Background: an optimization exercise with open tools, aiming at small area. Do not read the settings as production practice. Where RTL was checked, it was by simulation tests only, not by an equivalence proof against the original. Power figures rest on the tool's default switching activity, not on a simulated workload.

==> module sdm_dac_1st, before the edit <==
module sdm_dac_1st (
    input  logic        clk,
    input  logic        rst_n,
    input  logic        valid_in,
    input  logic [15:0] din,
    output logic        valid_out,
    output logic        dout
);
    logic [17:0] acc, y, t;
    logic [15:0] u;
    logic [16:0] z;    
    logic        s;
    assign s = acc[17];
    assign u = {~din[15], din[14:0]};
    logic sv;
    assign sv = s & valid_in;
    always_comb begin
        z[0] = ~s & valid_in;
        for (int i = 0; i < 16; i++) begin
            z[i+1] = z[i] & ~u[i];
            y[i]   = (u[i] & valid_in) ^ z[i];
        end
        y[16] = sv | z[16];
        y[17] = sv | z[16];
    end
    dac_sum add (.acc(acc), .y(y), .t(t));
    always_ff @(posedge clk or negedge rst_n) begin
        if (!rst_n) begin
            acc       <= '0;
            valid_out <= 1'b0;
        end else begin
            valid_out <= valid_in;
            acc <= t;
        end
    end
    assign dout = s;
endmodule
Settings: LEC_CHECK=0, ABC_AREA=1, CAP_MARGIN=20, CORE_MARGIN=2, CORE_UTILIZATION=40, CTS_BUF_LIST=sky130_fd_sc_hd__clkbuf_8, SLEW_MARGIN=20; clock period 20.0 ns.
standard.sh (not shown) runs the stock make flow with config.mk's settings and CLKGATE_MAP_FILE= SYNTH_SCRIPT=/design/flow/synth_recipe.tcl, a recipe that flattens the netlist after the stock synthesis.
==> flow/flow/run.sh <==
#!/bin/bash
# The standard layout with these changes: the port buffers are the
# smallest buffer cell, clock tree synthesis adds no dummy loads, and after
# floorplanning OpenROAD's restructure re-maps the combinational logic for
# area (flow/restructure.tcl). Logs here: standard.log (make), filter_lib.log,
# restructure_abc.log; ORFS's own logs are under orfs/logs.
set -euo pipefail
export RUN_DIR="$PWD"
export BUFFER_PORTS_ARGS="-buffer_cell sky130_fd_sc_hd__buf_1"
export POST_FLOORPLAN_TCL="$PWD/flow/restructure.tcl"
export CTS_ARGS="-sink_clustering_enable -repair_clock_nets -buf_list sky130_fd_sc_hd__clkbuf_8 -dont_use_dummy_load"
bash standard.sh > standard.log 2>&1
==> flow/flow/filter_lib.py <==
"""Write a copy of the platform's liberty without the cells the platform marks
don't-use, for the logic restructuring step (which reads a liberty file itself)."""
import sys, re
src, dst = sys.argv[1], sys.argv[2]
dont = set(sys.argv[3].split())
text = open(src).read()
out, i, dropped = [], 0, 0


pos = 0
pat = re.compile(r'\n(\s*)cell\s*\(\s*"?(\w+)"?\s*\)\s*\{')
while True:
    m = pat.search(text, pos)
    if not m:
        out.append(text[pos:])
        break
    # find the end of this cell group by brace counting
    depth, j = 1, m.end()
    while depth:
        c = text[j]
        if c == '{':
            depth += 1
        elif c == '}':
            depth -= 1
        j += 1
    if m.group(2) in dont:
        out.append(text[pos:m.start()])
        dropped += 1
    else:
        out.append(text[pos:j])
    pos = j
open(dst, 'w').write(''.join(out))
print(f"dropped {dropped} cells")
==> flow/flow/restructure.tcl <==
# Area recovery on the combinational logic between registers (registers and
# ports untouched), mapped onto the platform's cells minus its don't-use list.
set rmp_dir $::env(RESULTS_DIR)/rmp
file mkdir $rmp_dir
set rmp_lib $rmp_dir/rmp.lib
exec python3 [file join [file dirname [info script]] filter_lib.py] \
  [lindex $::env(LIB_FILES) 0] $rmp_lib $::env(DONT_USE_CELLS) \
  > $::env(RUN_DIR)/filter_lib.log 2>@1
restructure -target area -liberty_file $rmp_lib \
  -tielo_port sky130_fd_sc_hd__conb_1/LO -tiehi_port sky130_fd_sc_hd__conb_1/HI \
  -work_dir $rmp_dir -abc_logfile $::env(RUN_DIR)/restructure_abc.log
Edit:
--- a/flow/design.v
+++ b/flow/design.v
@@ -11,27 +11,25 @@
     logic [16:0] z;    
     logic        s;
     assign s = acc[17];
     assign u = {~din[15], din[14:0]};
-    logic sv;
-    assign sv = s & valid_in;
     always_comb begin
-        z[0] = ~s & valid_in;
+        z[0] = ~s;
         for (int i = 0; i < 16; i++) begin
             z[i+1] = z[i] & ~u[i];
-            y[i]   = (u[i] & valid_in) ^ z[i];
+            y[i]   = u[i] ^ z[i];
         end
-        y[16] = sv | z[16];
-        y[17] = sv | z[16];
+        y[16] = s | z[16];
+        y[17] = s | z[16];
     end
     dac_sum add (.acc(acc), .y(y), .t(t));
     always_ff @(posedge clk or negedge rst_n) begin
         if (!rst_n) begin
             acc       <= '0;
             valid_out <= 1'b0;
         end else begin
             valid_out <= valid_in;
-            acc <= t;
+            if (valid_in) acc <= t;
         end
     end
     assign dout = s;
 endmodule
Result: The new run passed the timing, design-rule and antenna checks. Total power goes down by 0.60%. Core utilization goes up by 0.60 points. Die area goes up by 1.1%. Via count goes up by 1.3%. Routed wire length goes up by 2.9%. Critical path depth goes down by 4. Final area goes up by 1.8%. First-iteration DRC count goes down by 1.9%.

top, a different RTL version from the one above (not shown whole).
For scale: roughly 160 flip-flops, ~40 I/O pins, roughly 8100 um2 of cells after synthesis.
// top
module top (
    input  logic              		clk,
    input  logic              		rst_n,
    input  logic              		valid_in_dac,    
    input  logic signed [15 : 0]    audio_in,        
    input  logic              		valid_in_adc,    
    input  logic              		sdm_in,          
    output logic              		valid_out_dac,
    output logic              		sdm_out,
    output logic              		valid_out_adc,
    output logic signed [15 : 0]    audio_out
);
  logic valid_out_dac_int;
  logic sdm_out_int;
  logic valid_out_adc_int;
  logic signed [15 : 0] audio_out_int;
  sdm_dac_1st dac_1st_order (
      .clk       (clk),
      .rst_n     (rst_n),
      .valid_in  (valid_in_dac),
      .din       (audio_in),
      .valid_out (valid_out_dac_int),
      .dout      (sdm_out_int)
  );
  assign valid_out_dac = valid_out_dac_int;
  assign sdm_out       = sdm_out_int;
  assign valid_out_adc = valid_out_adc_int;
  assign audio_out     = audio_out_int;
  sdm_adc_art adc_art (
      .clk       (clk),
      .rst_n     (rst_n),
      .valid_in  (valid_in_adc),
      .din       (sdm_in),
      .valid_out (valid_out_adc_int),
      .dout      (audio_out_int)
  );
endmodule
clock: 20.0 ns
lec_check: 0
cap_margin: 20
core_margin: 2
core_utilization: 40
cts_buf_list: sky130_fd_sc_hd__clkbuf_8
slew_margin: 20
==> flow/flow/run.sh <==
#!/bin/bash
# The standard layout with two changes: the port buffers are the smallest
# buffer cell, and clock tree synthesis adds no dummy loads. Each tool's full
# output stays in ORFS's own logs; make's output goes to standard.log here.
set -euo pipefail
export BUFFER_PORTS_ARGS="-buffer_cell sky130_fd_sc_hd__buf_1"
export CTS_ARGS="-sink_clustering_enable -repair_clock_nets -buf_list sky130_fd_sc_hd__clkbuf_8 -dont_use_dummy_load"
bash standard.sh > standard.log 2>&1
Change:
--- a/flow/design.v
+++ b/flow/design.v
@@ -285,34 +285,34 @@
         if (f) begin
             one3  = enx & ~o[4];
             e_neg = 1'b1;
         end else begin
             one3  = enx & ((~o[4] & (o != 5'd0)) | (o == 5'b11000));
             e_neg = ~o[4];
         end
     end
     assign neg3 = one3 & (e_neg ^ cneg);
-    logic [16:0] cx;
-    logic [17:0] m, t;
+    logic [15:0] m, t;
+    logic [16:0] ap;
     logic [14:0] m3, t3;
     logic [15:0] a3;
     logic [18:0] pp;         
-    assign cx = isy ? {2'b00, c} : {c, 2'b00};
-    assign m  = two ? {cx, 1'b0} : one ? {1'b0, cx} : 18'd0;
-    assign t  = m ^ {18{neg}};
-    assign pp = {en & ~neg, t};
+    assign m  = two ? {c, 1'b0} : one ? {1'b0, c} : 16'd0;
+    assign t  = m ^ {16{neg}};
+    assign ap = {en & ~neg, t};
+    assign pp = isy ? {2'b00, ap} : {ap, a3[13:12]};
     assign m3 = one3 ? c : 15'd0;
     assign t3 = m3 ^ {15{neg3}};
     assign a3 = {enx & ~neg3, t3};
     logic [31:0] sum, kload;
-    fir_sum add (.acc(acc), .a3(a3), .pp(pp), .neg12(neg), .neg14(1'b0),
+    fir_sum add (.acc(acc), .a3({a3[15:14], 2'b00, a3[11:0]}), .pp(pp), .neg12(neg & isy), .neg14(neg & ~isy),
                  .neg3(neg3), .sum(sum));
-    localparam logic [31:0] KSTEP  = 32'h40000000 + 32'h40000000 + 32'h00008000;
+    localparam logic [31:0] KSTEP  = 32'h40000000 + 32'h10000000 + 32'h00008000;
     localparam logic [31:0] KBASE  = 32'd0 - 32'd15 * KSTEP;
     localparam logic [31:0] KFIRST = 32'd0 - 32'd3 * KSTEP + 32'd692 * 2048;
     assign kload = clr ? KFIRST :
                    KBASE + (wrapped ? 32'd0 : (wp[3] ^ wp[2]) ? 32'd5177 * 2048 : 32'd692 * 2048);
     always_ff @(posedge clk) begin
         if (load) acc[15:0] <= kload[15:0];
         else      acc[15:0] <= sum[15:0];
     end
     always_ff @(posedge clk or negedge rst_n) begin
@@ -468,27 +468,27 @@
   assign e_s10 = acc[9] ^ a3[9] ^ e_c9;
   assign e_c10 = (acc[9] | a3[9]) & (acc[9] | e_c9) & (a3[9] | e_c9);
   assign sum[9] = e_s10;
   assign e_s11 = acc[10] ^ a3[10] ^ e_c10;
   assign e_c11 = (acc[10] | a3[10]) & (acc[10] | e_c10) & (a3[10] | e_c10);
   assign sum[10] = e_s11;
   assign e_s12 = acc[11] ^ a3[11] ^ e_c11;
   assign e_c12 = (acc[11] | a3[11]) & (acc[11] | e_c11) & (a3[11] | e_c11);
   assign sum[11] = e_s12;
-  assign e_s13 = acc[12] ^ a3[12] ^ pp[0];
-  assign e_c13 = (acc[12] | a3[12]) & (acc[12] | pp[0]) & (a3[12] | pp[0]);
-  assign e_s14 = neg12 ^ e_c12 ^ e_s13;
-  assign e_c14 = (neg12 | e_c12) & (neg12 | e_s13) & (e_c12 | e_s13);
+  assign e_s13 = acc[12] ^ pp[0] ^ neg12;
+  assign e_c13 = (acc[12] | pp[0]) & (acc[12] | neg12) & (pp[0] | neg12);
+  assign e_s14 = e_c12 ^ e_s13;
+  assign e_c14 = e_c12 & e_s13;
   assign sum[12] = e_s14;
-  assign e_s15 = acc[13] ^ a3[13] ^ pp[1];
-  assign e_c15 = (acc[13] | a3[13]) & (acc[13] | pp[1]) & (a3[13] | pp[1]);
-  assign e_s16 = e_c13 ^ e_c14 ^ e_s15;
-  assign e_c16 = (e_c13 | e_c14) & (e_c13 | e_s15) & (e_c14 | e_s15);
+  assign e_s15 = acc[13] ^ pp[1] ^ e_c13;
+  assign e_c15 = (acc[13] | pp[1]) & (acc[13] | e_c13) & (pp[1] | e_c13);
+  assign e_s16 = e_c14 ^ e_s15;
+  assign e_c16 = e_c14 & e_s15;
   assign sum[13] = e_s16;
   assign e_s17 = acc[14] ^ a3[14] ^ pp[2];
   assign e_c17 = (acc[14] | a3[14]) & (acc[14] | pp[2]) & (a3[14] | pp[2]);
   assign e_s18 = neg14 ^ e_c15 ^ e_c16;
   assign e_c18 = (neg14 | e_c15) & (neg14 | e_c16) & (e_c15 | e_c16);
   assign e_s19 = e_s17 ^ e_s18;
   assign e_c19 = e_s17 & e_s18;
   assign sum[14] = e_s19;
   assign e_s20 = acc[15] ^ a3[15] ^ pp[3];
After rerunning:
- The new run went through all stages and came out clean
- die area is about the same
- cell count drops slightly
- power climbs slightly
- core utilization drops by 0.22 points
- worst hold slack improves by 0.0048 ns
- routed wire length drops by a few percent
- clock-buffer cell count is unchanged
- sequential power hardly moves
For the first run of this note, only the layout was checked, not whether the RTL still works.

separate check: timing with driven ports:
Ports are ideal in the flow. The routed layouts listed here were re-timed in OpenROAD. Step 1 (the two cells are an assumption about what drives the block):
set clk [get_ports {clk}]
set_driving_cell -lib_cell sky130_fd_sc_hd__clkbuf_16 $clk
set_driving_cell -lib_cell sky130_fd_sc_hd__buf_2 [delete_from_list [all_inputs] $clk]
Step 2, shift: input delay + t, output delay - t, t = (earliest + latest rising clock arrival at the registers) / 2. This alone moves slack from input paths to output paths. Three values: ideal ports, drivers, drivers and shift; two values: the first two.
| run | shift t [ns] | slack for setup (ns) | worst slew at a driven data input, ns |
|---|---|---|---|
| the first run of note 1 | 0.467 | 6.277 / 6.277 / 6.277 | 0.04 |
| the second run of note 1 | 0.476 | 6.914 / 6.914 / 6.914 | 0.03 |
| the first run of note 2 | 0.460 | 6.113 / 6.113 / 6.113 | 0.03 |
| the second run of note 2 | 0.463 | 7.065 / 7.065 / 7.065 | 0.03 |
After both steps every run listed still meets setup and hold.
